What follows belongs to an exercise in optimizing a design on an open flow for small area, a short achievable clock period and few clock cycles per item; a production flow would make more cautious choices. Only simulation tests tie the RTL to the original design; equivalence was not proved.

## Polygon
module Polygon #(
    parameter HALF_EYE_ANGLE = 520
)
(
    input clk,
    input rst_n,
    output reg oReadReq,
    input iRAMBusy,
    output [19:0] oRAMAddr,
    input  [15:0] iRAMData,
    input [19:0] iRAMPointCount,
    output [13:0] oAddr,
    input signed [15:0] iMemData,
    input [13:0] iPointCount,
    input signed [15:0] iAlpha, iBeta, iGamma,
    input iUseRAM,
    input i3D,
    input iStart,
    output oFinish,
    input iLineDrawRead,
    output signed [15:0] oU1, oU2, oV1, oV2,
    output oPointValid,
    output oIsRed
);
==> flow/config.mk <==
export PLATFORM = sky130hd
export DESIGN_NAME = Polygon
export DESIGN_NICKNAME = Polygon
export VERILOG_FILES = /design/flow/design.v
export SDC_FILE = /design/flow/constraint.sdc
export NUM_CORES = 4
export LEC_CHECK = 0
export CAP_MARGIN = 20
export CORE_MARGIN = 2
export CORE_UTILIZATION = 40
export SLEW_MARGIN = 20
==> flow/constraint.sdc <==
create_clock -name core_clock -period 12.0 [get_ports {clk}]
set_input_delay 2.4000 -clock core_clock [delete_from_list [all_inputs] [get_ports {clk}]]
set_output_delay 2.4000 -clock core_clock [all_outputs]
set_load 0.01 [all_outputs]
standard.sh (not shown) runs the stock make flow with config.mk's settings and CLKGATE_MAP_FILE= SYNTH_SCRIPT=/design/flow/synth_recipe.tcl, a recipe that flattens the netlist after the stock synthesis.
==> flow/flow/run.sh <==
#!/bin/bash
set -euo pipefail
bash standard.sh SETUP_SLACK_MARGIN=8 finish > standard_flow.log 2>&1
Testbench counts at the start, summed over its fixed seeds: cycles 100,489, lines 3,390.
Edit:
--- a/flow/design.v
+++ b/flow/design.v
@@ -71,100 +71,100 @@
 wire capX1 = fetch && fA && (need == 3'd2);
 wire capY1 = fetch && (need == 3'd1);
 wire [13:0] adStep = (fA && need == 3'd3) ? 14'd2 : (!fA && need == 3'd2) ? 14'd3 : 14'd1;
 wire [15:0] gAng = m3D ? (ue ? pG - HALF_EYE_ANGLE : pG + HALF_EYE_ANGLE) : pG;
 wire [15:0] uAng = (uT == T_A) ? pA : (uT == T_B) ? pB : gAng;
 reg [1:0] L0q;
 always @(posedge clk) L0q <= uAng[15:14];
 reg [12:1] oh;               
-reg itr;                     
 reg full;
 reg signed [15:0] ang;
 reg signed [15:0] A1r;       
 always @(posedge clk) A1r <= {{3{~uAng[13]}}, uAng[12:0]};
 reg [1:0] curT; reg curt;    
 reg curL;                    
-reg r1, r2;                  
+reg r1, r2, r3;              
 reg signed [15:0] atan;
 always @(*) begin
     atan = ({16{oh[1]}} & 16'sd4836) | ({16{oh[2]}} & 16'sd2555) |
            ({16{oh[3]}} & 16'sd1297) | ({16{oh[4]}} & 16'sd651) |
            ({16{oh[5]}} & 16'sd325) | ({16{oh[6]}} & 16'sd162) |
            ({16{oh[7]}} & 16'sd81) | ({16{oh[8]}} & 16'sd40) |
            ({16{oh[9]}} & 16'sd20) | ({16{oh[10]}} & 16'sd10) |
            ({16{oh[11]}} & 16'sd5) | ({16{oh[12]}} & 16'sd2);
 end
-wire busyIter = itr;
-wire dpos = ~ang[15] | ~busyIter;       
+wire busyIter = |oh;
+wire dpos = ~ang[15];
 wire signed [15:0] angA = busyIter ? ang : A1r;
 wire signed [15:0] nang = dpos ? angA - atan : angA + atan;
 wire d13 = ~ang[15];
 wire signed [15:0] a14 = d13 ? ang - 16'sd1 : ang + 16'sd1;
 reg qv;
 reg qd13, qd14;
 reg [1:0] qT; reg qt, qL;
 wire gfree;                  
 wire gacc = qv && gfree;
 wire qfree = !qv || gacc;
 wire hand = full && qfree;                       
-wire canStart = upV && r2;
+wire canStart = upV && r3;
 wire startFire = canStart && !busyIter && (!full || hand);
 wire inFinal;
 always @(posedge clk or negedge rst_n) begin
     if (!rst_n) begin
         oh <= 12'd0;
-        itr <= 1'b0;
         full <= 1'b0;
         up <= 3'd0;
         upV <= 1'b0;
         pn4 <= 14'd4;
         need <= 3'd0;
         fA <= 1'b1;
         ad <= 14'd0;
         oReadReq <= 1'b0;
         r1 <= 1'b0;
         r2 <= 1'b0;
+        r3 <= 1'b0;
     end else if (!run) begin
         oh <= 12'd0;
-        itr <= 1'b0;
         full <= 1'b0;
         up <= 3'd0;
         upV <= 1'b1;
         pn4 <= 14'd4;
         need <= 3'd4;
         fA <= 1'b1;
         ad <= 14'd0;
         oReadReq <= iUseRAM;
         r1 <= 1'b0;
         r2 <= 1'b0;
+        r3 <= 1'b0;
     end else begin
         r1 <= inFinal;
         r2 <= r1;
+        r3 <= r2;
         if (fetch) begin
             need <= need - 3'd1;
             ad <= ad + adStep;
             if (need == 3'd1) oReadReq <= 1'b0;
         end
         if (oh[12]) full <= 1'b1;
         else if (hand) full <= 1'b0;
         if (startFire) oh <= 12'd1;
         else oh <= {oh[11:1], 1'b0};
-        itr <= startFire || (|oh[11:1]);
         if (startFire) begin
             up <= nu;
             upV <= nuV;
             if (rEnd) pn4 <= pn4 + 14'd4;
             need <= needN;
             fA <= (nuT == T_A);
             if (needN != 3'd0) ad <= ad + adDelta;
             oReadReq <= mRAM && (needN != 3'd0);
             r1 <= 1'b0;
             r2 <= 1'b0;
-            end
+            r3 <= 1'b0;
+        end
     end
 end
 always @(posedge clk) begin
     if (startFire || busyIter) ang <= nang;
     if (startFire) begin
         curT <= uT;
         curt <= ut;
         curL <= lastRnd;
@@ -419,35 +419,38 @@
     case (L0q)
         2'b00: begin lx = L0a; ly = L0b; end
         2'b01: begin lx = nlb; ly = L0a; end
         2'b10: begin lx = nla; ly = nlb; end
         default: begin lx = L0b; ly = nla; end
     endcase
 end
 reg signed [15:0] L1x, L1y;
+reg signed [16:0] P2x, P2y;
 always @(posedge clk) begin
     L1x <= lx;
     L1y <= ly;
+    P2x <= {L1x[15], L1x} - {L1y[15], L1y};
+    P2y <= {L1y[15], L1y} + {L1x[15], L1x};
 end
 reg signed [16:0] x, y;
 reg signed [16:0] shx, shy;
 integer k;
 always @(*) begin
-    shx = busyIter ? 17'sd0 : {L1x[15], L1x};
-    shy = busyIter ? 17'sd0 : {L1y[15], L1y};
+    shx = 17'sd0;
+    shy = 17'sd0;
     for (k = 1; k < 13; k = k + 1) begin
         if (oh[k]) begin
             shx = shx | (x >>> k);
             shy = shy | (y >>> k);
         end
     end
 end
-wire signed [16:0] ax = busyIter ? x : {L1x[15], L1x};
-wire signed [16:0] ay = busyIter ? y : {L1y[15], L1y};
+wire signed [16:0] ax = busyIter ? x : P2x;
+wire signed [16:0] ay = busyIter ? y : P2y;
 wire signed [16:0] nx = dpos ? ax - shy : ax + shy;
 wire signed [16:0] ny = dpos ? ay + shx : ay - shx;
 always @(posedge clk) begin
     if (startFire || busyIter) begin
         x <= nx;
         y <= ny;
     end
 end
After rerunning: Synthesized area grows by 5.8%; maximum frequency stays flat; via count grows by 6.1%; wire length grows by 5.8%; setup slack improves by 0.0051 ns; synthesized cell count grows by 7.1%; hold slack improves by 0.0037 ns; sequential share of layout area shrinks by 0.78 points; design area grows by 5.9%.
Testbench counts after the change, summed over its fixed seeds: cycles 100,942, lines 3,390.

Polygon, a different RTL version from the one above (not shown whole).
For scale: roughly 1,300 flip-flops, about 220 I/O pins, about 0.071 mm2 of cells after synthesis.
==> module PolyLane, before the edit <==
module PolyLane (
    input clk,
    input rst_n,
    input run,
    input [15:0] memw,
    input capX,
    input capY,
    input [1:0] uT,
    input ut,
    input [1:0] L0q,
    input startFire,
    input iter,
    input [13:1] oh,
    input dpos,
    input hand,
    input qd,
    input gacc,
    input cInit,
    input cSh2,
    input cSub,
    input cUseX,
    input accEn,
    input gt,
    input gL,
    input w1s2,
    input w2s1,
    input w2s3,
    input w2g,
    input dStart,
    input aTake,
    output dfree,
    output mDone,
    output [25:0] res,
    output reg mt,
    output reg mL
);
localparam T_A = 2'd0, T_B = 2'd1, T_G = 2'd2;
reg [15:0] SX, SY;
always @(posedge clk) begin
    if (capX) SX <= memw;
    if (capY) SY <= memw;
end
reg [15:0] s1 [0:1];         
reg [15:0] s2 [0:1];         
reg [15:0] s3 [0:1];         
wire [15:0] la = (uT == T_A) ? {SX[12:0], 3'b0} : s2[ut];
wire [15:0] lb = (uT == T_G) ? s1[ut] : {SY[12:0], 3'b0};
reg [15:0] L0a, L0b;
always @(posedge clk) begin
    L0a <= la;
    L0b <= lb;
end
wire [15:0] nla = -L0a;
wire [15:0] nlb = -L0b;
reg  [15:0] lx, ly;
always @(*) begin
    case (L0q)
        2'b00: begin lx = L0a; ly = L0b; end
        2'b01: begin lx = nlb; ly = L0a; end
        2'b10: begin lx = nla; ly = nlb; end
        default: begin lx = L0b; ly = nla; end
    endcase
end
reg signed [15:0] L1x, L1y;
reg signed [16:0] P2x, P2y;
always @(posedge clk) begin
    L1x <= lx;
    L1y <= ly;
    P2x <= {L1x[15], L1x} - {L1y[15], L1y};
    P2y <= {L1y[15], L1y} + {L1x[15], L1x};
end
reg signed [16:0] x, y;
reg signed [16:0] shx, shy;
integer k;
always @(*) begin
    shx = 17'sd0;
    shy = 17'sd0;
    for (k = 1; k < 14; k = k + 1) begin
        if (oh[k]) begin
            shx = shx | (x >>> k);
            shy = shy | (y >>> k);
        end
    end
end
wire signed [16:0] nx = dpos ? x - shy : x + shy;
wire signed [16:0] ny = dpos ? y + shx : y - shx;
always @(posedge clk) begin
    if (startFire) begin
        x <= P2x;
        y <= P2y;
    end else if (iter) begin
        x <= nx;
        y <= ny;
    end
end
reg signed [16:0] qx, qy;
always @(posedge clk) begin
    if (hand) begin
        qx <= nx;
        qy <= ny;
    end
end
wire signed [16:0] qshy = qy >>> 14;
wire signed [16:0] qshx = qx >>> 14;
wire signed [16:0] fx = qd ? qx - qshy : qx + qshy;
wire signed [16:0] fy = qd ? qy + qshx : qy - qshx;
reg signed [17:0] acc;
reg signed [16:0] gx, gy;
wire [15:0] gres = acc[16:1];
wire signed [16:0] gV = cUseX ? gx : gy;
wire signed [17:0] gVin = {gV[16], gV};
wire signed [17:0] gAin = cInit ? gVin : acc;
wire signed [17:0] gsh = cSh2 ? (gAin >>> 2) : (gAin >>> 3);
wire signed [17:0] gnext = cSub ? gsh - gVin : gsh + gVin;
always @(posedge clk) begin
    if (gacc) begin
        gx <= fx;
        gy <= fy;
    end
    if (accEn) acc <= gnext;
    if (w1s2) s2[gt] <= gres;
    if (w2s1) s1[gt] <= gres;
    if (w2s3) s3[gt] <= gres;
end
reg dbusy;
reg [4:0] dc;
reg dxok;
reg [15:0] dR, dd, dq;
reg [15:0] dX, dY;
reg dt, dL;
wire [15:0] dRs = {dR[14:0], 1'b0};
wire dge = (dRs >= dd);
wire dDone = dbusy && (dc == 5'd16) && dxok;
wire mfree;
wire dHand = dDone && mfree;
assign dfree = !dbusy || dHand;
always @(posedge clk or negedge rst_n) begin
    if (!rst_n) begin
        dbusy <= 1'b0;
        dc <= 5'd0;
        dxok <= 1'b0;
    end else if (!run) begin
        dbusy <= 1'b0;
        dc <= 5'd0;
        dxok <= 1'b0;
    end else begin
        if (dStart) begin
            dbusy <= 1'b1;
            dc <= 5'd0;
            dxok <= 1'b0;
        end else begin
            if (dbusy && dc != 5'd16) dc <= dc + 5'd1;
            if (w2g) dxok <= 1'b1;
            if (dHand) dbusy <= 1'b0;
        end
    end
end
always @(posedge clk) begin
    if (dStart) begin
        dR <= 16'd8960;
        dd <= 16'd11360 - gres;
    end else if (dbusy && dc != 5'd16) begin
        dR <= dge ? dRs - dd : dRs;
        dq <= {dq[14:0], dge};
    end
    if (w2g) begin
        dX <= gres;
        dY <= s3[gt];
        dt <= gt;
        dL <= gL;
    end
end
reg mbusy;
reg [3:0] mc;
reg [14:0] ms;
reg signed [15:0] mX, mY, aU, aV;
assign mDone = mbusy && (mc == 4'd15);
assign mfree = !mbusy || aTake;
wire signed [16:0] sU = {aU[15], aU} + (ms[0] ? {mX[15], mX} : 17'sd0);
wire signed [16:0] sV = {aV[15], aV} + (ms[0] ? {mY[15], mY} : 17'sd0);
assign res = {aU[15:3], aV[15:3]};
always @(posedge clk or negedge rst_n) begin
    if (!rst_n) begin
        mbusy <= 1'b0;
        mc <= 4'd0;
    end else if (!run) begin
        mbusy <= 1'b0;
        mc <= 4'd0;
    end else begin
        if (dHand) begin
            mbusy <= 1'b1;
            mc <= 4'd0;
        end else begin
            if (mbusy && !mDone) mc <= mc + 4'd1;
            if (aTake) mbusy <= 1'b0;
        end
    end
end
always @(posedge clk) begin
    if (dHand) begin
        ms <= dq[15:1];
        mX <= dX;
        mY <= dY;
        mt <= dt;
        mL <= dL;
        aU <= 16'sd0;
        aV <= 16'sd0;
    end else if (mbusy && !mDone) begin
        aU <= sU[16:1];
        aV <= sV[16:1];
        ms <= ms >> 1;
    end
end
endmodule
Settings: LEC_CHECK=0, CAP_MARGIN=20, CORE_MARGIN=2, CORE_UTILIZATION=40, SLEW_MARGIN=20; clock period 12.0 ns.
Scripts as last shown in full above: flow/flow/run.sh
Testbench counts at the start, summed over its fixed seeds: cycles 103,731, lines 3,390.
Edit:
--- a/flow/design.v
+++ b/flow/design.v
@@ -477,33 +477,35 @@
     if (w2s3) s3[gt] <= gres;
 end
 reg dbusy;
-reg [4:0] dc;
+reg [3:0] dc;
 reg dxok;
-reg [15:0] dR, dd, dq;
+reg [15:0] dR, dd;
+reg [14:0] dq;               
 reg [15:0] dX, dY;
 reg dt, dL;
 wire [15:0] dRs = {dR[14:0], 1'b0};
 wire dge = (dRs >= dd);
-wire dDone = dbusy && (dc == 5'd16) && dxok;
+wire dDone = dbusy && (dc == 4'd14) && dxok;
+wire dq15 = (gres <= 16'd11360) || (gres >= 16'd58976);
 wire mfree;
 wire dHand = dDone && mfree;
 assign dfree = !dbusy || dHand;
 always @(posedge clk or negedge rst_n) begin
     if (!rst_n) begin
         dbusy <= 1'b0;
-        dc <= 5'd0;
+        dc <= 4'd0;
         dxok <= 1'b0;
     end else if (!run) begin
         dbusy <= 1'b0;
-        dc <= 5'd0;
+        dc <= 4'd0;
         dxok <= 1'b0;
     end else begin
         if (dStart) begin
             dbusy <= 1'b1;
-            dc <= 5'd0;
+            dc <= 4'd0;
             dxok <= 1'b0;
         end else begin
-            if (dbusy && dc != 5'd16) dc <= dc + 5'd1;
+            if (dbusy && dc != 4'd14) dc <= dc + 4'd1;
             if (w2g) dxok <= 1'b1;
             if (dHand) dbusy <= 1'b0;
         end
@@ -511,11 +513,12 @@
 end
 always @(posedge clk) begin
     if (dStart) begin
-        dR <= 16'd8960;
+        dR <= dq15 ? gres + 16'd6560 : 16'd17920;
+        dq <= {14'd0, dq15};
         dd <= 16'd11360 - gres;
-    end else if (dbusy && dc != 5'd16) begin
+    end else if (dbusy && dc != 4'd14) begin
         dR <= dge ? dRs - dd : dRs;
-        dq <= {dq[14:0], dge};
+        dq <= {dq[13:0], dge};
     end
     if (w2g) begin
         dX <= gres;
@@ -526,9 +529,9 @@
 end
 reg mbusy;
 reg [3:0] mc;
-reg [14:0] ms;
+reg [13:0] ms;
 reg signed [15:0] mX, mY, aU, aV;
-assign mDone = mbusy && (mc == 4'd15);
+assign mDone = mbusy && (mc == 4'd14);
 assign mfree = !mbusy || aTake;
 wire signed [16:0] sU = {aU[15], aU} + (ms[0] ? {mX[15], mX} : 17'sd0);
 wire signed [16:0] sV = {aV[15], aV} + (ms[0] ? {mY[15], mY} : 17'sd0);
@@ -552,13 +555,13 @@
 end
 always @(posedge clk) begin
     if (dHand) begin
-        ms <= dq[15:1];
+        ms <= dq[14:1];
         mX <= dX;
         mY <= dY;
         mt <= dt;
         mL <= dL;
-        aU <= 16'sd0;
-        aV <= 16'sd0;
+        aU <= dq[0] ? {dX[15], dX[15:1]} : 16'sd0;
+        aV <= dq[0] ? {dY[15], dY[15:1]} : 16'sd0;
     end else if (mbusy && !mDone) begin
         aU <= sU[16:1];
         aV <= sV[16:1];
What happened:
- The changed run finished clean
- design area grows by a few percent
- non-clock buffer count grows by 4
- sequential share of layout area shrinks by 0.42 points
- worst setup slack stays flat
- routed wire length grows by a few percent
- synthesized cell count grows by a few percent
- utilization shrinks by 0.13 points
- via count grows by a few percent
- die area grows by a few percent
Testbench counts after the change, summed over its fixed seeds: cycles 100,942, lines 3,390.

-- port drivers added, routing unchanged --
No port has a modelled driver above. Below, the same layouts with a new extraction and two added sets of constraints. Step 1 sets driving cells, clkbuf_16 on the clock port and buf_2 on the other inputs (assumed; they add their load-dependent delay and slew). Step 2, shift: input delay + t, output delay - t, t = (earliest + latest rising clock arrival at the registers) / 2. This alone moves slack from input paths to output paths. a / b / c = ideal / step 1 / step 2; a / b = the first two.
| run | t, ns | slack for setup (ns) | hold WS [ns] | worst setup path at the end | worst data-port slew with drivers (ns) |
|---|---|---|---|---|---|
| the first run of note 1 | 0.855 | 6.195 / 6.195 / 6.195 | 0.418 / 0.418 / 0.418 | register to register | 0.04 |
| the second run of note 1 | 0.864 | 6.200 / 6.200 / 6.200 | 0.421 / 0.421 / 0.421 | register to register | 0.06 |
| the first run of note 2 | 0.883 | 7.601 / 7.601 / 7.393 | 0.399 / 0.399 / 0.399 | input to register | 0.10 |
| the second run of note 2 | 0.859 | 7.599 / 7.599 / 7.346 | 0.405 / 0.405 / 0.405 | input to register | 0.05 |
After both steps setup and hold are still met in every run listed. The setup slack of the second run of note 2, which loses most, moves by 0.000 ns with the drivers and by -0.253 ns with both steps.
